This design comes from an exercise in tuning for small area on the open sky130 flow, not from production work. Only simulation tests tie the RTL to the original design; equivalence was not proved.

## yarrow
## CNN_Two_Layer
module CNN_Two_Layer( 
clk, rst_n,
Start1, Image, Filter1, ReadEn1,
Start2, Filter2, ReadEn2,
ConvResult
    );
For scale: ~1300 cells after synthesis.
==> flow/config.mk <==
export PLATFORM = sky130hd
export DESIGN_NAME = CNN_Two_Layer
export DESIGN_NICKNAME = CNN_Two_Layer
export VERILOG_FILES = /design/flow/design.v
export SDC_FILE = /design/flow/constraint.sdc
export NUM_CORES = 4
export LEC_CHECK = 0
export ABC_AREA = 0
export CAP_MARGIN = 0
export CORE_MARGIN = 2
export CORE_UTILIZATION = 60
export SLEW_MARGIN = 0
==> flow/constraint.sdc <==
create_clock -name core_clock -period 8.0 [get_ports {clk}]
set_input_delay 1.6000 -clock core_clock [delete_from_list [all_inputs] [get_ports {clk}]]
set_output_delay 1.6000 -clock core_clock [all_outputs]
set_load 0.01 [all_outputs]
standard.sh (not shown) runs the stock make flow with config.mk's settings and CLKGATE_MAP_FILE= SYNTH_SCRIPT=/design/flow/synth_recipe.tcl, a recipe that flattens the netlist after the stock synthesis.
==> flow/flow/run.sh <==
#!/bin/bash
# Layout flow: the standard flow, with three changes:
#  * after the standard synthesis, flow/polarity.py removes the inverters that
#    synthesis leaves around full adders (it uses full adders in inverted form
#    where that saves inverters); registers and all other cells are untouched;
#  * ports are buffered with buf_1 cells;
#  * clock tree synthesis inserts no dummy loads.
# Each tool's output goes to a log file of its own in this folder.
set -euo pipefail
cd "$(dirname "$0")/.."
WORK=$(pwd)
RES="$WORK/orfs/results/sky130hd/CNN_Two_Layer/base"

export BUFFER_PORTS_ARGS="-buffer_cell sky130_fd_sc_hd__buf_1"
export CTS_ARGS="-sink_clustering_enable -repair_clock_nets -sink_clustering_size 16 -sink_clustering_max_diameter 60 -buf_list sky130_fd_sc_hd__clkbuf_8 -dont_use_dummy_load"

bash standard.sh "$RES/1_2_yosys.v" > "$WORK/synth.log" 2>&1
cp "$RES/1_2_yosys.v" "$WORK/1_2_yosys.standard.v"
python3 flow/polarity.py "$RES/1_2_yosys.v" > "$WORK/polarity.log" 2>&1
bash standard.sh > "$WORK/layout.log" 2>&1
Other scripts of this flow, unchanged in this note and not shown: flow/flow/polarity.py
--- input diff yarrow..raven ---
# yarrow
export LEC_CHECK = 0
export ABC_AREA = 0
export CAP_MARGIN = 0
export CORE_MARGIN = 2
export CORE_UTILIZATION = 60
export SLEW_MARGIN = 0
create_clock -name core_clock -period 8.0 [get_ports {clk}]
# raven
export LEC_CHECK = 0
export ABC_AREA = 1
export CAP_MARGIN = 0
export CORE_MARGIN = 2
export CORE_UTILIZATION = 60
export SLEW_MARGIN = 0
create_clock -name core_clock -period 8.0 [get_ports {clk}]
diff --git a/flow/flow/run.sh b/flow/flow/run.sh
--- a/flow/flow/run.sh
+++ b/flow/flow/run.sh
@@ -13,5 +13,5 @@
 
 export BUFFER_PORTS_ARGS="-buffer_cell sky130_fd_sc_hd__buf_1"
-export CTS_ARGS="-sink_clustering_enable -repair_clock_nets -sink_clustering_size 16 -sink_clustering_max_diameter 60 -buf_list sky130_fd_sc_hd__clkbuf_8 -dont_use_dummy_load"
+export CTS_ARGS="-sink_clustering_enable -repair_clock_nets -sink_clustering_size 10 -sink_clustering_max_diameter 50 -buf_list sky130_fd_sc_hd__clkbuf_4 -dont_use_dummy_load"
 
 bash standard.sh "$RES/1_2_yosys.v" > "$WORK/synth.log" 2>&1
Results
Taking raven as 1.0, yarrow lands at 1.3 on mean instance size in the synthesized netlist.
Looking only at clock skew, and setting everything else aside, the higher value of raven and yarrow goes to raven.
Looking at raven and yarrow, the global routing usage on met3 is a wash.
yarrow → raven: post-route cell area now smaller; average routed wire per standard cell now smaller.
The core of raven is less densely filled than that of yarrow.
Modified inputs, delta compared to raven
# raven
export LEC_CHECK = 0
export ABC_AREA = 1
export CAP_MARGIN = 0
export CORE_MARGIN = 2
export CORE_UTILIZATION = 60
export SLEW_MARGIN = 0
create_clock -name core_clock -period 8.0 [get_ports {clk}]
# delta
export LEC_CHECK = 0
export ABC_AREA = 1
export CAP_MARGIN = 0
export CORE_MARGIN = 2
export CORE_UTILIZATION = 70
export SLEW_MARGIN = 0
create_clock -name core_clock -period 8.0 [get_ports {clk}]
==> flow/flow/run.sh <==
#!/bin/bash
# Layout flow: the standard flow (standard.sh), with these changes:
#  * synthesis is the standard flow's synthesis script (synth_recipe.tcl) unchanged except that
#    its final ABC technology mapping runs flow/abc_map.script (ABC's area mapper
#    amap) in place of ORFS's abc_area.script; registers are mapped before ABC
#    runs, so they are exactly the standard synthesis's;
#  * after synthesis, flow/polarity.py removes the inverters that synthesis leaves
#    around full adders (it uses full adders in inverted form where that saves
#    inverters); registers and all other cells are untouched;
#  * ports are buffered with buf_1 cells;
#  * clock tree synthesis uses clkbuf_4 cells in clusters of up to 10 sinks and
#    inserts no dummy loads.
# Each tool's output goes to a log file of its own in this folder.
set -euo pipefail
cd "$(dirname "$0")/.."
WORK=$(pwd)
RES="$WORK/orfs/results/sky130hd/CNN_Two_Layer/base"

cat > "$WORK/own_synth.tcl" <<EOT
proc abc {args} {
  set i [lsearch \$args -script]
  if {\$i >= 0} { set args [lreplace \$args [expr {\$i + 1}] [expr {\$i + 1}] $WORK/flow/abc_map.script] }
  yosys abc {*}\$args
}
source $WORK/synth_recipe.tcl
EOT
sed "s|SYNTH_SCRIPT=[^ ]*|SYNTH_SCRIPT=$WORK/own_synth.tcl|" standard.sh > "$WORK/own_standard.sh"
grep -q "SYNTH_SCRIPT=$WORK/own_synth.tcl" "$WORK/own_standard.sh"

export BUFFER_PORTS_ARGS="-buffer_cell sky130_fd_sc_hd__buf_1"
export CTS_ARGS="-sink_clustering_enable -repair_clock_nets -sink_clustering_size 10 -sink_clustering_max_diameter 50 -buf_list sky130_fd_sc_hd__clkbuf_4 -dont_use_dummy_load"

bash "$WORK/own_standard.sh" "$RES/1_2_yosys.v" > "$WORK/synth.log" 2>&1
cp "$RES/1_2_yosys.v" "$WORK/1_2_yosys.mapped.v"
python3 flow/polarity.py "$RES/1_2_yosys.v" > "$WORK/polarity.log" 2>&1
bash "$WORK/own_standard.sh" > "$WORK/layout.log" 2>&1
==> flow/flow/abc_map.script (new file) <==
strash
dch -f
amap
topo
stime -c
buffer -c
upsize -c
dnsize -c
==> run summary <==
Across both runs, flip-flop and latch share of the layout cell area was higher for delta than for raven.
From raven to delta the numbers moved as follows: total core area shrank by about 18%, netlist area before placement shrank by 3.5%.
Across both runs, fmax was higher for delta than for raven.
delta finished every stage and its layout cleared the timing, DRC and antenna checks.
Modified inputs, amber compared to delta
# delta
export LEC_CHECK = 0
export ABC_AREA = 1
export CAP_MARGIN = 0
export CORE_MARGIN = 2
export CORE_UTILIZATION = 70
export SLEW_MARGIN = 0
create_clock -name core_clock -period 8.0 [get_ports {clk}]
# amber
export LEC_CHECK = 0
export ABC_AREA = 1
export CAP_MARGIN = 0
export CORE_MARGIN = 2
export CORE_UTILIZATION = 60
export SLEW_MARGIN = 0
create_clock -name core_clock -period 8.0 [get_ports {clk}]
diff --git a/flow/flow/run.sh b/flow/flow/run.sh
--- a/flow/flow/run.sh
+++ b/flow/flow/run.sh
@@ -28,4 +28,5 @@
 grep -q "SYNTH_SCRIPT=$WORK/own_synth.tcl" "$WORK/own_standard.sh"
 
+export RECOVER_POWER=100
 export BUFFER_PORTS_ARGS="-buffer_cell sky130_fd_sc_hd__buf_1"
 export CTS_ARGS="-sink_clustering_enable -repair_clock_nets -sink_clustering_size 10 -sink_clustering_max_diameter 50 -buf_list sky130_fd_sc_hd__clkbuf_4 -dont_use_dummy_load"
Reported for amber and delta, sequential cell count turned out identical to the last digit. Status | amber and delta | clean except amber. Compared to delta, amber has met2 global-route usage 7.6 points lower. Uppermost metal layer occupied by signal nets: met5 -> delta, met4 -> amber. Measured against each other, amber and delta differ in relative area change from synthesis to final layout, the lower figure coming from amber. Of amber and delta, it is amber that has the lower layout cell share with drive strength beyond 1. Comparing amber and delta, the higher worst hold slack was measured on delta. Compared with delta, amber has extra setup slack. Comparing amber and delta, the lower final core utilization is on amber. Looking at amber and delta, the area after detailed placement is a wash. Tap cell count in amber vs delta: up 64.

==> re-timing with driven ports <==
The flow's constraints put no driver on any port. The routed layouts listed below were extracted and timed again, unchanged, in two steps.
Step 1, drivers: a clkbuf_16 drives clk and a buf_2 each remaining input, both assumed.
Step 2 times the ports against the registers' clock, not the clock port: input delays grow and output delays shrink by t, the midpoint of the rising clock arrivals with the driver on.
Slacks: ideal ports / drivers / drivers and shift; pairs: ideal ports / drivers.
run | t, ns | slack for setup (ns) | worst setup path after step 2 | slew at the worst register clock pin (ns)
yarrow | 0.625 | 0.473 / 0.501 / -0.125 | input to register | 0.10 / 0.10
raven | 0.824 | 0.421 / 0.447 / -0.377 | input to register | 0.11 / 0.11
delta | 0.746 | 0.582 / 0.582 / 0.124 | input to register | 0.11 / 0.11
amber | 0.808 | 0.619 / 0.619 / -0.090 | input to register | 0.11 / 0.11
For raven, which loses most, drivers alone change the setup slack by +0.026 ns; drivers and shift together by -0.798 ns.
